What follows belongs to an exercise in optimizing a design on an open flow for small area; a production flow would make more cautious choices.
In this exercise RTL edits were held to simulation tests only and were not proved equivalent to the original.
No activity file was given, so power comes from the tool's default toggle rates.

===== design/flow/run.sh =====
#!/bin/bash
# synth_recipe.tcl (not shown) runs the flow's synth.tcl, then flattens the netlist and writes it again
# the make line also repeats each setting of config.mk as NAME=value (left out here)
make -C /OpenROAD-flow-scripts/flow DESIGN_CONFIG=/design/flow/config.mk WORK_HOME=/design/flow/orfs CLKGATE_MAP_FILE= SYNTH_SCRIPT=/design/flow/synth_recipe.tcl finish

===== design/flow/config.mk =====
export PLATFORM = sky130hd
export DESIGN_NAME = MLP
export DESIGN_NICKNAME = MLP
export VERILOG_FILES = /design/flow/design.v
export SDC_FILE = /design/flow/constraint.sdc
export NUM_CORES = 4
export LEC_CHECK = 0
export CAP_MARGIN = 20
export CORE_MARGIN = 2
export CORE_UTILIZATION = 40
export SLEW_MARGIN = 20

===== design/flow/constraint.sdc =====
create_clock -name core_clock -period 7.0 [get_ports {clk}]
set_input_delay 1.4000 -clock core_clock [delete_from_list [all_inputs] [get_ports {clk}]]
set_output_delay 1.4000 -clock core_clock [all_outputs]
set_load 0.01 [all_outputs]

===== design/flow/design.v =====
`timescale  1ns/10ps
module neuron2
(
    input   clk,         
    input   rst,         
    input   input1,      
    input   input2,      
    input   [7:0]  weight1,
    input   [7:0]  weight2,
    input   [7:0]  bias,
    output  reg [9:0] neuron_out
);
    reg [9:0] tmp_out;
    always@(posedge clk) begin
        if (rst) begin
            neuron_out <= 10'b000000000;          
        end
        else begin
            tmp_out <= (input1 * weight1) + (input2 * weight2) + bias;
            neuron_out <= (tmp_out <= 10'b000000000) ? 10'b000000000 : tmp_out[9:0];
        end
    end
endmodule
`timescale  1ns/10ps
module neuron3
(
    input   clk,                 
    input   rst,                 
    input   [9:0] input1,       
    input   [9:0] input2,   
    input   [9:0] input3,     
    input   [7:0]  weight1,
    input   [7:0]  weight2,
    input   [7:0]  weight3,
    input   [7:0]  bias,
    output  reg [10:0] neuron_out
);
    reg     [10:0] tmp_out;
    always@(posedge clk) begin
        if (rst) begin
            neuron_out <= 11'b00000000000;          
        end
        else begin
            tmp_out <= (input1 * weight1) + (input2 * weight2) + (input3 * weight3) + bias;
            neuron_out <= (tmp_out <= 11'b00000000000) ? 11'b00000000000 : tmp_out[10:0];
        end
    end
endmodule
`timescale 1ns/10ps
module  MLP (
    input clk,               
    input reset,             
    input in1,               
    input in2,               
    input signed [7:0] hidden_weight1,
    input signed [7:0] hidden_weight2,
    input signed [7:0] hidden_bias1,
    input signed [7:0] hidden_weight3,
    input signed [7:0] hidden_weight4,
    input signed [7:0] hidden_bias2  ,
    input signed [7:0] hidden_weight5,
    input signed [7:0] hidden_weight6,
    input signed [7:0] hidden_bias3  ,
    input signed [7:0] output_weight1,
    input signed [7:0] output_weight2,
    input signed [7:0] output_weight3,
    input signed [7:0] output_bias   ,
    output reg final_out     
);
    wire [9:0] hidden_neuron1_out;
    wire [9:0] hidden_neuron2_out;
    wire [9:0] hidden_neuron3_out;
    neuron2 hidden_neuron1(
        .clk(clk),
        .rst(reset),
        .input1(in1),
        .input2(in2),
        .weight1(hidden_weight1),
        .weight2(hidden_weight2),
        .bias(hidden_bias1),
        .neuron_out(hidden_neuron1_out)
    );
    neuron2 hidden_neuron2(
        .clk(clk),
        .rst(reset),
        .input1(in1),
        .input2(in2),
        .weight1(hidden_weight3),
        .weight2(hidden_weight4),
        .bias(hidden_bias2),
        .neuron_out(hidden_neuron2_out)
    );
    neuron2 hidden_neuron3(
        .clk(clk),
        .rst(reset),
        .input1(in1),
        .input2(in2),
        .weight1(hidden_weight5),
        .weight2(hidden_weight6),
        .bias(hidden_bias3),
        .neuron_out(hidden_neuron3_out)
    );
    wire [10:0] output_neuron_out;
    neuron3 output_neuron(
        .clk(clk),
        .rst(reset),
        .input1(hidden_neuron1_out),
        .input2(hidden_neuron2_out),
        .input3(hidden_neuron3_out),
        .weight1(output_weight1),
        .weight2(output_weight2),
        .weight3(output_weight3),
        .bias(output_bias),
        .neuron_out(output_neuron_out)
    );
    always@(posedge clk) begin
        if(reset) begin                  
            final_out <= 0;
        end
        else begin
            final_out <= output_neuron_out[10];
        end
    end 
endmodule

==> summary.txt <==
Initial DRC Count between 150 and 200; CP Max Fanout 4; Slew Limit Fails 0; GRT Util Overall 16.11%; initial antenna violation count 1; CTS tree built; IO Port Bufs 108; DRC Markers 0; clock buffer depth 2; Syn Inst Count just under 900; Routed Antenna Nets 0; Arrival @ worst endpoint a little under 7000 ps; Final Hold Viols 0; Max-slew headroom between 40% and 50%; static leakage slightly below 5 nW; post-route clock period utilization 95.99%; number of synthesized flops with an enable pin 31; DR WL/cell between 10 and 15 um; Crit Reg-Reg Endpoint output_neuron.tmp_out[10]; dpl cells around 1300; Crit. End Element register; final setup fails 0; reg2reg path depth 19; fillcell total ~2000; TritonCTS Sinks 63; Hold Path Depth 1; R2R Path Start hidden_neuron1.neuron_out[3]; clk slew on worst S/H paths roughly 60 ps; Die Y approximately 150 um; Starting Density 40.87%; min-delay src hidden_neuron2.tmp_out[6]; Post-DP HPWL roughly 15000 um; pre-CTS setup slack -195.5 ps; most common cell after layout, fill and taps aside inv_1; maximum vdd drop a little under 0.5 mV; Clock Skew around 11 ps; Yosys reg bits 63; DIE WIDTH 150.6 um; area grow syn2layout 21.53%; Non-Filler Instances approximately 1300; Distinct cells, synth 23; power per cell area around 350 mW/mm^2; top_reg_cell synth dfxtp_1; Mapped Nets between 1000 and 1500; Pre-Repair DR Iteration Count 4; io pins 109; root buffer cell clkbuf_16; WHS Endpoint hidden_neuron2.neuron_out[6]; first-pass GRT wire length 28350 um; Setup Buffers After CTS 0; Layout Utilization between 40% and 50%; DR vias roughly 5700; full die area between 0.02 and 0.025 mm^2; HP Class reg -> reg; GRT Residual Overflow 0; share of layout cells above drive strength 1 approximately 4.5%; most frequent cells in the layout 218 x inv_1, 151 x fa_1, 116 x nand2_1, 105 x clkdlybuf4s50_1, 104 x and2_1; Max Fclk 148.8 MHz; Synthesis Warnings 3; Fin Hold WS ~440 ps; fraction of registers with async set/reset 0%; routability cong. 0.8376; Max H-tree Level 3; status no timing/DRC/antenna violations; Pwr Total 3.616 mW; vias in the first global route 6155; Syn Area/Cell around 9.6 um^2; # diodes 0; routed wire length 16590 um; post-route setup slack 280.5 ps; worst-case register-to-register setup slack approximately 1400 ps; Core Region between 0.02 and 0.025 mm^2; largest net degree at the start of global routing 34; NumNets Final between 1000 and 1500; vias per cell roughly 4.4; mapped cell area 0.008591 mm^2; Clock Latency Late Sink 330 ps; Tmin final 6720 ps; measured slew at the worst slew-check pin just under 800 ps; CTS Buf Count 9; max-cap violation count 0; RSZ-0062 raised after global routing no; post-synthesis sequential area ratio a little under a fifth; launch point of the worst path output_weight1[3]; worst setup path class in -> reg; Data required, critical path between 7000 and 8000 ps; row cnt 53; critical path launch point type primary input
==> metrics by stage <==
step                TNS (ps)  cell area, um^2
floorplan                  0             8591
global placement      -71.20            10120
detailed placement    -195.5            10130
CTS                        0            10430
global route               0            10440
finish                     0            10440
==> power by group <==
| group | internal, mW | switching, mW | total (mW) | leakage [nW] |
|---|---|---|---|---|
| registers | 0.512 | 0.0468 | 0.559 | 0.569 |
| clock network | 0.282 | 0.150 | 0.432 | 0.144 |
| logic | 1.30 | 1.33 | 2.62 | 4.18 |
| total | 2.09 | 1.52 | 3.62 | 4.89 |
==> sequential cells by signal, summed over array words and instances (netlist names) <==
signal,count
hidden_neuron2.tmp_out,10
hidden_neuron1.neuron_out,10
output_neuron.tmp_out,1
hidden_neuron3.neuron_out,10
hidden_neuron1.tmp_out,10
output_neuron.neuron_out,1
hidden_neuron2.neuron_out,10
final_out,1
hidden_neuron3.tmp_out,10
==> cells by family (layout without fill, tap and decap cells) <==
| group | count (synthesis) | count (layout) | synth area share (%) |
|---|---|---|---|
| compound gates | 36 | 36 | 2.418 |
| fa+ha+maj | 229 | 229 | 46.55 |
| buf+inv | 229 | 363 | 10.08 |
| simple gates | 276 | 276 | 16.65 |
| flops | 63 | 63 | 18.29 |
| xor+xnor | 59 | 59 | 6.015 |
==> worst max-delay path: stages <==
cell and delay, ps:
clkdlybuf4s50_1 550, buf_4 140, nand2_1 60, fa_1 580, fa_1 460, fa_1 550
inv_1 50, fa_1 480, fa_1 510, fa_1 490, inv_1 50, fa_1 470
inv_1 40, ha_1 260, inv_1 40, o21bai_1 150, a21oi_1 100, o21ai_1 180
xnor2_1 110, xnor2_1 120
==> layer usage <==
| metal | vias to the layer above | track usage [%] | share of wire (%) |
|---|---|---|---|
| met4 | 0 | 5.425 | 2.7 |
| met5 | - | 0 | 0 |
| met3 | 24 | 2.273 | 4.6 |
| met2 | 136 | 29.77 | 51 |
| li1 | 2855 | - | - |
| met1 | 2719 | 19.10 | 41 |
==> synth_stat cells, types with 6 or more instances <==
cell      number  area, um^2
nor2b_1       38       237.7
and2_1       104       650.6
edfxtp_1      31       930.9
clkbuf_1       8       30.03
dfxtp_1       32       640.6
ha_1          78       975.9
o21ai_0        9       45.04
nor2_1         6       22.52
nand2_1      116       435.4
and2_2         7       52.55
inv_1        218       818.3
xor2_1        11       96.34
xnor2_1       48       420.4
a21oi_1       15       75.07
fa_1         151        3023
==> final cells by class <==
class / count / area (um^2) / share of cell area (%)
Multi-Input combinational cell: 600 / 6153 / 58.94
Clock inverter: 6 / 60.06 / 0.5753
Sequential cell: 63 / 1572 / 15.05
Inverter: 218 / 818.3 / 7.838
Clock buffer: 10 / 239.0 / 2.289
Tap cell: 275 / 344.1 / 3.296
Timing Repair Buffer: 129 / 1254 / 12.01
==> how the worst max path moves through the flow <==
stage,endpoint,slack [ps],cells after the start
global route,output_neuron.tmp_out[10],30,20
floorplan,output_neuron.tmp_out[10],550,19
detailed placement,output_neuron.tmp_out[10],-200,20
global placement,output_neuron.tmp_out[10],-70,19
CTS,output_neuron.tmp_out[10],140,20
finish,output_neuron.tmp_out[10],280,20
==> repair_timing <==
| item | CTS | global route |
|---|---|---|
| resized for setup | 0 | 3 |
| hold buffers | 0 | 0 |
| endpoints found under the hold margin | 0 | 0 |
| endpoints found under the setup margin | 0 | 1 |

[re-timing with driven ports]
In the flow no input, the clock included, has a driving cell. The finished layout below was timed again as built, in two steps. Step 1 (the two cells are an assumption about what drives the block):
set clk [get_ports {clk}]
set_driving_cell -lib_cell sky130_fd_sc_hd__clkbuf_16 $clk
set_driving_cell -lib_cell sky130_fd_sc_hd__buf_2 [delete_from_list [all_inputs] $clk]
Step 2 times the ports against the registers' clock, not the clock port: input delays grow and output delays shrink by t, the midpoint of the rising clock arrivals with the driver on. Slacks: ideal ports / drivers / drivers and shift; pairs: ideal ports / drivers.
t (ns): 0.362
slack for setup (ns): 0.280 / 0.285 / -0.078
slew at the worst register clock pin (ns): 0.06 / 0.06
cell pins on the clock port's net: 1
Met with ideal ports but missed after step 2: setup timing in this run. The setup slack of this run moves by +0.005 ns with the drivers and by -0.358 ns with both steps.
